This is an optimization exercise on Yosys and OpenROAD, whose aim is small area, a short achievable clock period and few clock cycles per item, not a production implementation. The RTL was checked by simulation tests, not by an equivalence proof against the original design.

// ssm
module ssm #(parameter LEN = 128)(clk, rst, start, a_in, b_in, n_in, ready, p_out);
    input clk, rst, start;
    input [LEN-1:0] a_in, b_in, n_in;
    output reg ready;
    output [LEN-1:0] p_out;
    localparam W = LEN + 3;
    localparam NB = 5;             
    localparam WB = 27;            
    localparam [2:0] ST_IDLE = 3'd0, ST_LOOP = 3'd1, ST_CONV = 3'd2, ST_FIN = 3'd3;
    reg [W-1:0] S, C;
    reg [2:0] st;
    reg [7:0] cnt;       
    reg bbit;            
    reg bnx;             
    reg [7:0] es;        
    reg [7:0] ahi;       
    reg [7:0] rab;       
    reg [8:0] nhi;       
    reg [7:0] w0, w1, w2;  
    reg first;           
    reg tl;              
    reg ph;              
    reg fb;              
    reg [7:0] nt1, nt2;  
    reg [4:0] atop;      
    reg [6:0] ntop;      
    reg qp2, qm2, qm4;   
    reg [1:0] fstep;     
    reg cinr;            
    assign p_out = S[LEN:1];
    function cmp_neg8(input [7:0] x, input [7:0] y, input [7:0] z);
        reg [7:0] hs, hc, u, v, g, p, g1, p1, g2, p2;
        begin
            hs = x ^ y ^ z;
            hc = (x & y) | (x & z) | (y & z);
            u = hs;
            v = {hc[6:0], 1'b0};
            g = u & v;
            p = u ^ v;
            g1 = g | (p & {g[6:0], 1'b0});
            p1 = p & {p[6:0], 1'b0};
            g2 = g1 | (p1 & {g1[5:0], 2'b00});
            p2 = p1 & {p1[5:0], 2'b00};
            cmp_neg8 = p[7] ^ (g2[6] | (p2[6] & g2[2]));
        end
    endfunction
    wire in_loop = (st == ST_LOOP);
    wire in_fin = (st == ST_FIN);
    wire xneg = S[W-1];
    reg dn, nx, ld, d_p2, d_m2, d_m4;
    reg [1:0] fstep_n;
    always @(*) begin
        dn = 1'b0; nx = 1'b0; ld = 1'b0; d_p2 = 1'b0; d_m2 = 1'b0; d_m4 = 1'b0; fstep_n = 2'd2;
        if (!fb) begin
            if (fstep == 2'd0 && xneg) begin ld = 1'b1; d_p2 = 1'b1; fstep_n = 2'd2; end
            else dn = 1'b1;
        end else if (!ph) begin
            case (fstep)
                2'd0: begin ld = 1'b1; d_m4 = 1'b1; fstep_n = 2'd1; end
                2'd1: if (xneg) begin ld = 1'b1; d_p2 = 1'b1; fstep_n = 2'd2; end else nx = 1'b1;
                2'd2: if (xneg) begin ld = 1'b1; d_p2 = 1'b1; fstep_n = 2'd3; end else nx = 1'b1;
  ...
==> flow/config.mk <==
export PLATFORM = sky130hd
export DESIGN_NAME = ssm
export DESIGN_NICKNAME = ssm
export VERILOG_FILES = /design/flow/design.v
export SDC_FILE = /design/flow/constraint.sdc
export NUM_CORES = 4
export LEC_CHECK = 0
export CAP_MARGIN = 20
export CORE_MARGIN = 2
export CORE_UTILIZATION = 60
export SETUP_SLACK_MARGIN = 4.6
export SLEW_MARGIN = 20
==> flow/constraint.sdc <==
create_clock -name core_clock -period 7.5 [get_ports {clk}]
set_input_delay 1.5000 -clock core_clock [delete_from_list [all_inputs] [get_ports {clk}]]
set_output_delay 1.5000 -clock core_clock [all_outputs]
set_load 0.01 [all_outputs]
standard.sh (not shown) runs the stock make flow with config.mk's settings and CLKGATE_MAP_FILE= SYNTH_SCRIPT=/design/flow/synth_recipe.tcl, a recipe that flattens the netlist after the stock synthesis.
==> flow/flow/run.sh <==
#!/bin/bash
# The standard layout (the standard.sh, standard synthesis included), with the
# ports buffered by the smallest buffer cell instead of the one buffer_ports picks.
set -euo pipefail
export BUFFER_PORTS_ARGS="-buffer_cell sky130_fd_sc_hd__buf_1"
bash standard.sh finish > standard_flow.log 2>&1
The first run finished with timing, DRC and antenna clean.
Testbench counts at the start, summed over its fixed seeds: cycles 34,177, items 256.
Next try:
--- a/flow/config.mk
+++ b/flow/config.mk
@@ -8,5 +8,5 @@
 export CAP_MARGIN = 20
 export CORE_MARGIN = 2
-export CORE_UTILIZATION = 60
-export SETUP_SLACK_MARGIN = 4.6
+export CORE_UTILIZATION = 50
+export SETUP_SLACK_MARGIN = 4.5
 export SLEW_MARGIN = 20
Result: The changed run completed without violations; design area goes down by 5.4%; worst setup slack improved by 0.12 ns; maximum frequency rises by 3.8%; wire length came out higher by 2.5%.
Next try:
--- a/flow/config.mk
+++ b/flow/config.mk
@@ -8,5 +8,5 @@
 export CAP_MARGIN = 20
 export CORE_MARGIN = 2
-export CORE_UTILIZATION = 50
+export CORE_UTILIZATION = 55
 export SETUP_SLACK_MARGIN = 4.5
 export SLEW_MARGIN = 20
Synthesized area is unchanged; die area came out lower by 9.0%; via count came out higher by 1.1%; core utilization came out higher by 5.9 points; final area stays flat; clock-buffer cell count came out lower by 6; wire length came out lower by 2.7%.


P:
Another version of the RTL of ssm (not shown whole).
Size in the first run: ~2900 cells after synthesis, roughly 280 flip-flops, about 520 I/O pins, roughly 0.028 mm^2 of cells after synthesis.
export LEC_CHECK = 0
export ABC_CLOCK_PERIOD_IN_PS = 3000
export CAP_MARGIN = 20
export CORE_MARGIN = 2
export CORE_UTILIZATION = 40
export SETUP_SLACK_MARGIN = 4.3
export SLEW_MARGIN = 20
create_clock -name core_clock -period 7.5 [get_ports {clk}]
run.sh (not shown) runs the stock make flow with config.mk's settings and CLKGATE_MAP_FILE= SYNTH_SCRIPT=/design/flow/synth_recipe.tcl, a recipe that flattens the netlist after the stock synthesis.
Stock flow here: none of the scripts above is used.
Testbench counts of P, summed over its fixed seeds: cycles 33,799, items 256.
Modified inputs, Q compared to P
Settings: ABC_CLOCK_PERIOD_IN_PS removed (was 3000); SETUP_SLACK_MARGIN removed (was 4.3).
### Flow results
- Final-stage net count in Q is 5.7% lower than in P
- Any difference in fraction of area in multi-input gates between P and Q is small enough to ignore.


The RTL this note starts from:
==> flow/design.v <==
module bk_add #(parameter W = 64) (
    input  [W-1:0] a, b,
    input          ci,
    output [W-1:0] s,
    output         co
);
    localparam N = W + 1;                  
    localparam L = $clog2(N);
    wire [N*(L+1)-1:0] gu, pu, gd;
    assign gu[N-1:0] = {a & b, ci};
    assign pu[N-1:0] = {a ^ b, 1'b0};
    genvar l, i;
    generate for (l = 0; l < L; l = l + 1) begin : up
        for (i = 0; i < N; i = i + 1) begin : b_
            if ((i % (2 << l)) == (2 << l) - 1) begin : c
                assign gu[(l+1)*N+i] = gu[l*N+i] | (pu[l*N+i] & gu[l*N+i-(1<<l)]);
                assign pu[(l+1)*N+i] = pu[l*N+i] & pu[l*N+i-(1<<l)];
            end else begin : n
                assign gu[(l+1)*N+i] = gu[l*N+i];
                assign pu[(l+1)*N+i] = pu[l*N+i];
            end
        end
    end endgenerate
    assign gd[L*N +: N] = gu[L*N +: N];
    generate for (l = L - 1; l >= 0; l = l - 1) begin : dn
        for (i = 0; i < N; i = i + 1) begin : b_
            if (l >= 1 && i >= (3 << (l - 1)) - 1 && ((i + 1 - (3 << (l - 1))) % (2 << (l - 1))) == 0) begin : c
                assign gd[l*N+i] = gd[(l+1)*N+i] | (pu[l*N+i] & gd[(l+1)*N+i-(1<<(l-1))]);
            end else begin : n
                assign gd[l*N+i] = gd[(l+1)*N+i];
            end
        end
    end endgenerate
    assign s = pu[N-1:1] ^ gd[N-2:0];
    assign co = gd[N-1];
endmodule
module ssm #(parameter LEN = 128)(clk, rst, start, a_in, b_in, n_in, ready, p_out);
    input clk, rst, start;
    input [LEN-1:0] a_in, b_in, n_in;
    output reg ready;
    output [LEN-1:0] p_out;
    localparam W = LEN + 3;
    localparam NB = 4;             
    localparam WB = 33;            
    localparam [2:0] ST_IDLE = 3'd0, ST_LOOP = 3'd1, ST_CONV = 3'd2, ST_FIN = 3'd3;
    reg [W-1:0] S, C;
    reg [2:0] st;
    reg [7:0] cnt;       
    reg bbit;            
    reg [4:0] ab;        
    reg first;           
    reg tl;              
    reg ph;              
    reg fb;              
    reg [7:0] nt1, nt2;  
    reg [4:0] atop;      
    reg [6:0] ntop;      
    reg qp2, qm2, qm4;   
    reg [1:0] fstep;     
    reg cinr;            
    assign p_out = S[LEN:1];
    function cmp_neg8(input [7:0] x, input [7:0] y, input [7:0] z);
        reg [7:0] hs, hc, u, v, g, p, g1, p1, g2, p2;
        begin
            hs = x ^ y ^ z;
            hc = (x & y) | (x & z) | (y & z);
            u = hs;
            v = {hc[6:0], 1'b0};
            g = u & v;
            p = u ^ v;
            g1 = g | (p & {g[6:0], 1'b0});
            p1 = p & {p[6:0], 1'b0};
            g2 = g1 | (p1 & {g1[5:0], 2'b00});
            p2 = p1 & {p1[5:0], 2'b00};
            cmp_neg8 = p[7] ^ (g2[6] | (p2[6] & g2[2]));
        end
    endfunction
    wire in_loop = (st == ST_LOOP);
    wire in_fin = (st == ST_FIN);
    wire xneg = S[W-1];
    reg dn, nx, ld, d_p2, d_m2, d_m4;
    reg [1:0] fstep_n;
    always @(*) begin
        dn = 1'b0; nx = 1'b0; ld = 1'b0; d_p2 = 1'b0; d_m2 = 1'b0; d_m4 = 1'b0; fstep_n = 2'd2;
        if (!fb) begin
            if (fstep == 2'd0 && xneg) begin ld = 1'b1; d_p2 = 1'b1; fstep_n = 2'd2; end
            else dn = 1'b1;
        end else if (!ph) begin
            case (fstep)
                2'd0: begin ld = 1'b1; d_m4 = 1'b1; fstep_n = 2'd1; end
                2'd1: if (xneg) begin ld = 1'b1; d_p2 = 1'b1; fstep_n = 2'd2; end else nx = 1'b1;
                2'd2: if (xneg) begin ld = 1'b1; d_p2 = 1'b1; fstep_n = 2'd3; end else nx = 1'b1;
                default: nx = 1'b1;
            endcase
        end else begin
            case (fstep)
                2'd0: begin ld = 1'b1; d_m2 = 1'b1; fstep_n = 2'd1; end
                2'd1: if (xneg) begin ld = 1'b1; d_p2 = 1'b1; fstep_n = 2'd2; end else dn = 1'b1;
                default: dn = 1'b1;
            endcase
        end
    end
    wire sel_p2 = (in_loop & qp2) | (in_fin & d_p2);
    wire sel_m2 = (in_loop & qm2) | (in_fin & d_m2);
    wire sel_m4 = (in_loop & qm4) | (in_fin & d_m4);
    wire qneg = sel_m2 | sel_m4;
    wire [W-1:0] n2 = {2'b00, n_in, 1'b0};
    wire [W-1:0] n4 = {1'b0, n_in, 2'b00};
    wire [W-1:0] qt = ({W{sel_p2}} & n2) | ({W{sel_m2}} & ~n2) | ({W{sel_m4}} & ~n4);
    wire [W-1:0] x1 = {S[W-2:0], first};
    wire [W-1:0] x2 = {C[W-2:0], first};
    wire [W-1:0] x3 = {3'b000, a_in & {LEN{bbit}}};
    wire [W-1:0] s1 = x1 ^ x2 ^ x3;
    wire [W-1:0] c1 = (x1 & x2) | (x1 & x3) | (x2 & x3);
    wire [W-1:0] c1s = {c1[W-2:0], 1'b0};
    wire [W-1:0] csa_s = s1 ^ c1s ^ qt;
    wire [W-1:0] c2 = (s1 & c1s) | (s1 & qt) | (c1s & qt);
    wire [W-1:0] csa_c = {c2[W-2:0], qneg};
    wire [7:0] ex1 = S[W-2:W-9];
    wire [7:0] ex2 = C[W-2:W-9];
    wire [7:0] ex3 = {3'b000, ab};
    wire [7:0] en2 = {2'b00, ntop[6:1]};
    wire [7:0] en4 = {1'b0, ntop};
    wire [7:0] ext = ({8{qp2}} & en2) | ({8{qm2}} & ~en2) | ({8{qm4}} & ~en4);
    wire [7:0] es1 = ex1 ^ ex2 ^ ex3;
    wire [7:0] ec1 = {((ex1 & ex2) | (ex1 & ex3) | (ex2 & ex3)), 1'b0} ;
    wire [7:0] es2 = es1 ^ ec1 ^ ext;
    wire [7:0] ec2 = {((es1 & ec1) | (es1 & ext) | (ec1 & ext)), 1'b0};
    wire g0 = ~cmp_neg8(es2, ec2, 8'd6);
    wire g1 = ~cmp_neg8(es2, ec2, nt1);
    wire g2 = ~cmp_neg8(es2, ec2, nt2);
    wire [W-1:0] sum;
    wire [NB-1:0] bco;
    genvar gb;
    generate for (gb = 0; gb < NB; gb = gb + 1) begin : blk
        localparam LO = gb * WB;
        localparam WD = (gb == NB - 1) ? W - LO : WB;
        bk_add #(WD) add (.a(S[LO+WD-1:LO]), .b(C[LO+WD-1:LO]), .ci(gb == 0 ? cinr : 1'b0),
                          .s(sum[LO+WD-1:LO]), .co(bco[gb]));
    end endgenerate
    reg [W-1:0] cc;      
    integer ib;
    always @(*) begin
        cc = {W{1'b0}};
        for (ib = 0; ib < NB - 1; ib = ib + 1)
            cc[(ib + 1) * WB] = bco[ib];
    end
    wire conv_done = ~|bco[NB-2:0];
    always @(posedge clk or posedge rst) begin
        if (rst)
            S <= {W{1'b0}};
        else case (st)
            ST_LOOP: S <= csa_s;
            ST_CONV: S <= sum;
            default: S <= S;
        endcase
    end
    always @(posedge clk) begin
        case (st)
            ST_IDLE: C <= ~S;
            ST_LOOP: C <= csa_c;
            ST_CONV: C <= cc;
            default: C <= qt;
        endcase
    end
    always @(posedge clk or posedge rst) begin
        if (rst) begin
            st <= ST_IDLE;
            ready <= 1'b1;
            cnt <= 8'd0;
            bbit <= 1'b0;
            ab <= 5'd0;
            first <= 1'b0;
            tl <= 1'b0;
            ph <= 1'b0;
            fb <= 1'b0;
            nt1 <= 8'd0;
            nt2 <= 8'd0;
            atop <= 5'd0;
            ntop <= 7'd0;
            qp2 <= 1'b0;
            qm2 <= 1'b0;
            qm4 <= 1'b0;
            fstep <= 2'd0;
            cinr <= 1'b0;
        end else begin
            case (st)
                ST_IDLE: if (start) begin
                    st <= ST_LOOP;
                    ready <= 1'b0;
                    cnt <= 8'd126;
                    bbit <= b_in[LEN-1];
                    ab <= a_in[LEN-1:LEN-5] & {5{b_in[LEN-1]}};
                    first <= 1'b1;
                    tl <= 1'b0;
                    ph <= 1'b0;
                    fb <= ~n_in[LEN-1];
                    nt1 <= 8'd0 - (8'd12 + {5'd0, n_in[LEN-2:LEN-4]});
                    nt2 <= 8'd0 - (8'd27 + {4'd0, n_in[LEN-2:LEN-4], 1'b0} + {5'd0, n_in[LEN-2:LEN-4]});
                    atop <= a_in[LEN-1:LEN-5];
                    ntop <= n_in[LEN-1:LEN-7];
                    qp2 <= 1'b0;
                    qm2 <= 1'b0;
                    qm4 <= 1'b0;
                    fstep <= 2'd0;
                end
                ST_LOOP: begin
                    first <= 1'b0;
                    qp2 <= ~fb & ~g0;
                    qm2 <= ~fb & g1 & ~g2;
                    qm4 <= ~fb & g2;
                    if (tl) begin
                        ph <= 1'b1;
                        st <= ST_CONV;
                    end else begin
                        if (cnt[7]) begin
                            bbit <= 1'b0;
                            ab <= 5'd0;
                            tl <= 1'b1;
                        end else begin
                            bbit <= b_in[cnt[6:0]];
                            ab <= atop & {5{b_in[cnt[6:0]]}};
                            cnt <= cnt - 8'd1;
                        end
                        if (fb) st <= ST_CONV;
                    end
                    fstep <= 2'd0;
                end
                ST_CONV: begin
                    cinr <= 1'b0;
                    if (conv_done) st <= ST_FIN;
                end
                ST_FIN: begin
                    qp2 <= 1'b0;
                    qm2 <= 1'b0;
                    qm4 <= 1'b0;
                    if (dn) begin
                        st <= ST_IDLE;
                        ready <= 1'b1;
                    end else if (nx)
                        st <= ST_LOOP;
                    else begin
                        st <= ST_CONV;
                        cinr <= qneg;
                        fstep <= fstep_n;
                    end
                end
                default: st <= ST_IDLE;
            endcase
        end
    end
endmodule
export LEC_CHECK = 0
export CAP_MARGIN = 20
export CORE_MARGIN = 2
export CORE_UTILIZATION = 40
export SETUP_SLACK_MARGIN = 4.5
export SLEW_MARGIN = 20
create_clock -name core_clock -period 7.5 [get_ports {clk}]
The starting point completed with no timing, DRC or antenna violations.
Testbench counts at the start, summed over its fixed seeds: cycles 34,168, items 256.
Next try:
==> flow/flow/run.sh (new file) <==
#!/bin/bash
# The standard layout (the standard.sh, standard synthesis included), with the
# ports buffered by the smallest buffer cell instead of the one buffer_ports picks.
set -euo pipefail
export BUFFER_PORTS_ARGS="-buffer_cell sky130_fd_sc_hd__buf_1"
bash standard.sh finish > standard_flow.log 2>&1
==> flow/standard.sh (new file) <==
#!/bin/bash
# synth_recipe.tcl (not shown) runs the flow's synth.tcl, then flattens the netlist and writes it again
# the make line also repeats each setting of config.mk as NAME=value (left out here)
make -C /OpenROAD-flow-scripts/flow DESIGN_CONFIG=/design/flow/config.mk WORK_HOME=/design/flow/orfs CLKGATE_MAP_FILE= SYNTH_SCRIPT=/design/flow/synth_recipe.tcl "${@:-finish}"
removed: flow/run.sh
Result:
- synthesized area stays the same
- worst setup slack got worse by 0.042 ns
- routed wire length is lower by 1.9%
- final cell count is about the same
- die area does not change
- final area is lower by 7.1%

[what the ideal ports hide]
In the flow no input, the clock included, has a driving cell. The finished layouts below were timed again as built, in two steps. Step 1 sets driving cells, clkbuf_16 on the clock port and buf_2 on the other inputs (assumed; they add their load-dependent delay and slew). Step 2 adds t to the input delays and takes it off the output delays; t is the mean of the earliest and latest rising clock arrival at the registers after step 1. Input paths then give back, and output paths get back, about the clock's delay inside the block. Three values: no drivers, after step 1, after step 2; two values: the first two.
| run | t, ns | setup WS [ns] | worst slew at a driven data input, ns | cell pins on the clock port's net |
|---|---|---|---|---|
| the first run of note 1 | 0.653 | 4.344 / 4.344 / 3.842 | 0.12 | 1 |
| the second run of note 1 | 0.661 | 4.460 / 4.460 / 3.818 | 0.15 | 1 |
| the third run of note 1 | 0.646 | 4.452 / 4.479 / 3.833 | 0.12 | 1 |
| P | 0.610 | 2.862 / 2.862 / 2.862 | 0.13 | 1 |
| Q | 0.615 | 1.568 / 1.568 / 1.568 | 0.16 | 1 |
| the first run of note 3 | 0.629 | 4.030 / 4.030 / 3.848 | 0.14 | 1 |
| the second run of note 3 | 0.621 | 3.988 / 3.988 / 3.925 | 0.15 | 1 |
After both steps setup and hold are still met in every run listed. For the second run of note 1, which loses most, drivers alone change the setup slack by 0.000 ns; drivers and shift together by -0.642 ns.
